From an optimization exercise on the open Yosys and OpenROAD flow, aimed at small area and a short achievable clock period; shortcuts taken in it are not production practice. In this exercise RTL edits were held to simulation tests only and were not proved equivalent to the original.

Design clk_ctrl, start of the top module:
module clk_ctrl
(
	input  wire        clk_i,
	input  wire        rstn_i,
	input  wire [15:0] freq,
	output wire        dds1_o,
	output wire        dds_o
);
For scale: roughly 90 flip-flops, ~20 I/O pins, roughly 0.011 sq mm of cells after synthesis.
export LEC_CHECK = 0
export CAP_MARGIN = 20
export CORE_MARGIN = 2
export CORE_UTILIZATION = 40
export SLEW_MARGIN = 20
export SYNTH_HIERARCHICAL = 1
create_clock -name core_clock -period 70.0 [get_ports {clk_i}]
run.sh (not shown) runs the stock make flow with config.mk's settings and CLKGATE_MAP_FILE= SYNTH_SCRIPT=/design/flow/synth_recipe.tcl, a recipe that flattens the netlist after the stock synthesis.
The starting point went through all stages and came out clean.
Edit:
CTS_BUF_LIST = sky130_fd_sc_hd__clkbuf_8   (was unset)
Effect: Global-route usage drops by 0.12 points; area after synthesis stays the same; via count stays flat; synthesized cell count is unchanged.
Edit:
==> flow/flow/run.sh (new file) <==
#!/bin/bash
# The standard layout (standard.sh, all ORFS steps unchanged), except that the
# port buffers that buffer_ports inserts are plain sky130_fd_sc_hd__buf_2 cells
# instead of the delay buffers it picks by default. Every port is still buffered.
set -euo pipefail
export BUFFER_PORTS_ARGS="-buffer_cell sky130_fd_sc_hd__buf_2"
bash standard.sh finish > standard_make.log 2>&1
==> flow/standard.sh (new file) <==
#!/bin/bash
# synth_recipe.tcl (not shown) runs the flow's synth.tcl, then flattens the netlist and writes it again
# the make line also repeats each setting of config.mk as NAME=value (left out here)
make -C /OpenROAD-flow-scripts/flow DESIGN_CONFIG=/design/flow/config.mk WORK_HOME=/design/flow/orfs CLKGATE_MAP_FILE= SYNTH_SCRIPT=/design/flow/synth_recipe.tcl "${@:-finish}"
removed: flow/run.sh
After rerunning:
- final area goes down slightly
- fmax goes up by a few percent
- via count goes up slightly
- cell count stays the same
- wire length goes up slightly
- utilization goes down by 0.25 points
- register-to-register slack is better by 0.05 ns
Edit:
--- a/flow/flow/run.sh
+++ b/flow/flow/run.sh
@@ -3 +3 @@
-# port buffers that buffer_ports inserts are plain sky130_fd_sc_hd__buf_2 cells
+# port buffers that buffer_ports inserts are plain sky130_fd_sc_hd__buf_1 cells
@@ -6 +6 @@
-export BUFFER_PORTS_ARGS="-buffer_cell sky130_fd_sc_hd__buf_2"
+export BUFFER_PORTS_ARGS="-buffer_cell sky130_fd_sc_hd__buf_1"
The changed run completed with no timing, DRC or antenna violations.
Worst setup slack improved by 0.015 ns.
First-iteration DRC count fell by 8.5%.
Routed wire length fell by 2.1%.
Register-to-register slack improved by 0.05 ns.
Core utilization fell by 0.13 points.
Via count fell by 1.7%.
Clock-buffer cell count rose by 2.
Cell area fell by 0.30%.
Non-clock buffer count rose by 1.
Clock skew rose by 0.0081 ns.

========
== v20 ==
Starting RTL as in the previous note.
==> flow/config.mk <==
export PLATFORM = sky130hd
export DESIGN_NAME = clk_ctrl
export DESIGN_NICKNAME = clk_ctrl
export VERILOG_FILES = /design/flow/design.v
export SDC_FILE = /design/flow/constraint.sdc
export NUM_CORES = 4
export LEC_CHECK = 0
export CAP_MARGIN = 20
export CORE_MARGIN = 2
export CORE_UTILIZATION = 40
export SLEW_MARGIN = 20
export SYNTH_HIERARCHICAL = 1
==> flow/constraint.sdc <==
create_clock -name core_clock -period 70.0 [get_ports {clk_i}]
set_input_delay 14.0000 -clock core_clock [delete_from_list [all_inputs] [get_ports {clk_i}]]
set_output_delay 14.0000 -clock core_clock [all_outputs]
set_load 0.01 [all_outputs]
standard.sh (not shown) runs the stock make flow with config.mk's settings and CLKGATE_MAP_FILE= SYNTH_SCRIPT=/design/flow/synth_recipe.tcl, a recipe that flattens the netlist after the stock synthesis.
==> flow/flow/run.sh <==
#!/bin/bash
# The standard layout (standard.sh, all ORFS steps unchanged), except that the
# port buffers that buffer_ports inserts are plain sky130_fd_sc_hd__buf_1 cells
# instead of the delay buffers it picks by default. Every port is still buffered.
set -euo pipefail
export BUFFER_PORTS_ARGS="-buffer_cell sky130_fd_sc_hd__buf_1"
bash standard.sh finish > standard_make.log 2>&1
Input-level comparison between v37 and v20:
# v20
export LEC_CHECK = 0
export CAP_MARGIN = 20
export CORE_MARGIN = 2
export CORE_UTILIZATION = 40
export SLEW_MARGIN = 20
export SYNTH_HIERARCHICAL = 1
create_clock -name core_clock -period 70.0 [get_ports {clk_i}]
# v37
export LEC_CHECK = 0
export CAP_MARGIN = 20
export CORE_MARGIN = 2
export CORE_UTILIZATION = 40
export CTS_BUF_LIST = sky130_fd_sc_hd__clkbuf_16
export CTS_CLUSTER_SIZE = 30
export SLEW_MARGIN = 20
export SYNTH_HIERARCHICAL = 1
create_clock -name core_clock -period 70.0 [get_ports {clk_i}]
Results
- v37 gives less via count than v20 did.
- On global-route usage, v37 and v20 are neck and neck.
- There was hardly any difference in least setup slack across all paths after layout between v37 and v20.
- Taking v20 as the reference, in v37 buffer share of cell area closely matched the old numbers, fraction of area in registers now sits at about the same level, highest achievable clock rate ~0 delta, post-route cell area roughly the same.
- There was hardly any difference in final critical-path share of the clock period between v37 and v20.
The inputs of v21 differ from those of v37 as listed below.
# v37
export LEC_CHECK = 0
export CAP_MARGIN = 20
export CORE_MARGIN = 2
export CORE_UTILIZATION = 40
export CTS_BUF_LIST = sky130_fd_sc_hd__clkbuf_16
export CTS_CLUSTER_SIZE = 30
export SLEW_MARGIN = 20
export SYNTH_HIERARCHICAL = 1
create_clock -name core_clock -period 70.0 [get_ports {clk_i}]
# v21
export LEC_CHECK = 0
export CAP_MARGIN = 20
export CORE_MARGIN = 2
export CORE_UTILIZATION = 40
export CTS_BUF_LIST = sky130_fd_sc_hd__clkbuf_8
export CTS_CLUSTER_DIAMETER = 100
export SLEW_MARGIN = 20
export SYNTH_HIERARCHICAL = 1
create_clock -name core_clock -period 70.0 [get_ports {clk_i}]
[summary]
- v21 has wire length below what v37 had.
- Per the comparison of v21 with v37, insertion delay to the later sink of the worst-skew pair went up by 0.04 ns.
- v21 — layout-stage area growth over the synthesis result 0.77 points lower, v37 as reference
- [diff] tightest hold margin, v21 relative to v37: improvement
- Compare v37 and v21 | final area higher: v37
Input-level comparison between v5 and v21:
# v21
export LEC_CHECK = 0
export CAP_MARGIN = 20
export CORE_MARGIN = 2
export CORE_UTILIZATION = 40
export CTS_BUF_LIST = sky130_fd_sc_hd__clkbuf_8
export CTS_CLUSTER_DIAMETER = 100
export SLEW_MARGIN = 20
export SYNTH_HIERARCHICAL = 1
create_clock -name core_clock -period 70.0 [get_ports {clk_i}]
# v5
export LEC_CHECK = 0
export CAP_MARGIN = 20
export CORE_MARGIN = 2
export CORE_UTILIZATION = 40
export CTS_BUF_LIST = sky130_fd_sc_hd__clkbuf_8
export CTS_CLUSTER_SIZE = 30
export SLEW_MARGIN = 20
export SYNTH_HIERARCHICAL = 1
create_clock -name core_clock -period 70.0 [get_ports {clk_i}]
[summary]
- The number of gates given a new drive strength after cts was comparable across v5 and v21.
- Reported for v5 and v21, number of vias after detailed routing turned out identical to the last digit.
- v21 and v5 ended up with roughly the same share of final layout cell area taken by clock buffers and inverters.
- Cell area: v21 vs v5 identical
- Part of the Yosys area used for sequential elements: v5 vs v21 identical
- Worst hold slack: v5 vs v21 identical

## what the ideal ports hide
Ports are ideal in the flow. The routed layouts listed here were re-timed in OpenROAD.
Step 1: set_driving_cell puts a clkbuf_16 on clk_i and a buf_2 on each other input, an assumption about the parent block.
Step 2 times the ports against the registers' clock, not the clock port: input delays grow and output delays shrink by t, the midpoint of the rising clock arrivals with the driver on.
Three values: ideal ports, drivers, drivers and shift; two values: the first two.
run | shift t [ns] | slack for setup (ns) | hold slack, ns | slew at the worst register clock pin (ns) | pins driven straight from the clock port
the first run of note 1 | 0.409 | 54.751 / 54.703 / 54.861 | 0.855 / 0.855 / 0.855 | 0.07 / 0.07 | 1
the second run of note 1 | 0.431 | 54.722 / 54.676 / 54.884 | 0.860 / 0.860 / 0.860 | 0.11 / 0.11 | 1
the third run of note 1 | 0.436 | 55.103 / 55.061 / 54.873 | 0.809 / 0.809 / 0.809 | 0.11 / 0.11 | 1
the fourth run of note 1 | 0.430 | 55.118 / 55.076 / 54.867 | 0.824 / 0.824 / 0.824 | 0.12 / 0.12 | 1
v20 | 0.400 | 55.161 / 55.115 / 54.850 | 0.817 / 0.817 / 0.817 | 0.08 / 0.08 | 1
v37 | 0.401 | 55.161 / 55.115 / 54.857 | 0.818 / 0.818 / 0.818 | 0.07 / 0.07 | 1
v21 | 0.430 | 55.118 / 55.076 / 54.867 | 0.824 / 0.824 / 0.824 | 0.12 / 0.12 | 1
v5 | 0.430 | 55.118 / 55.076 / 54.867 | 0.824 / 0.824 / 0.824 | 0.12 / 0.12 | 1
After both steps setup and hold are still met in every run listed. For v20, which loses most, drivers alone change the setup slack by -0.046 ns; drivers and shift together by -0.311 ns. The worst setup slack also covers recovery checks on asynchronous resets.
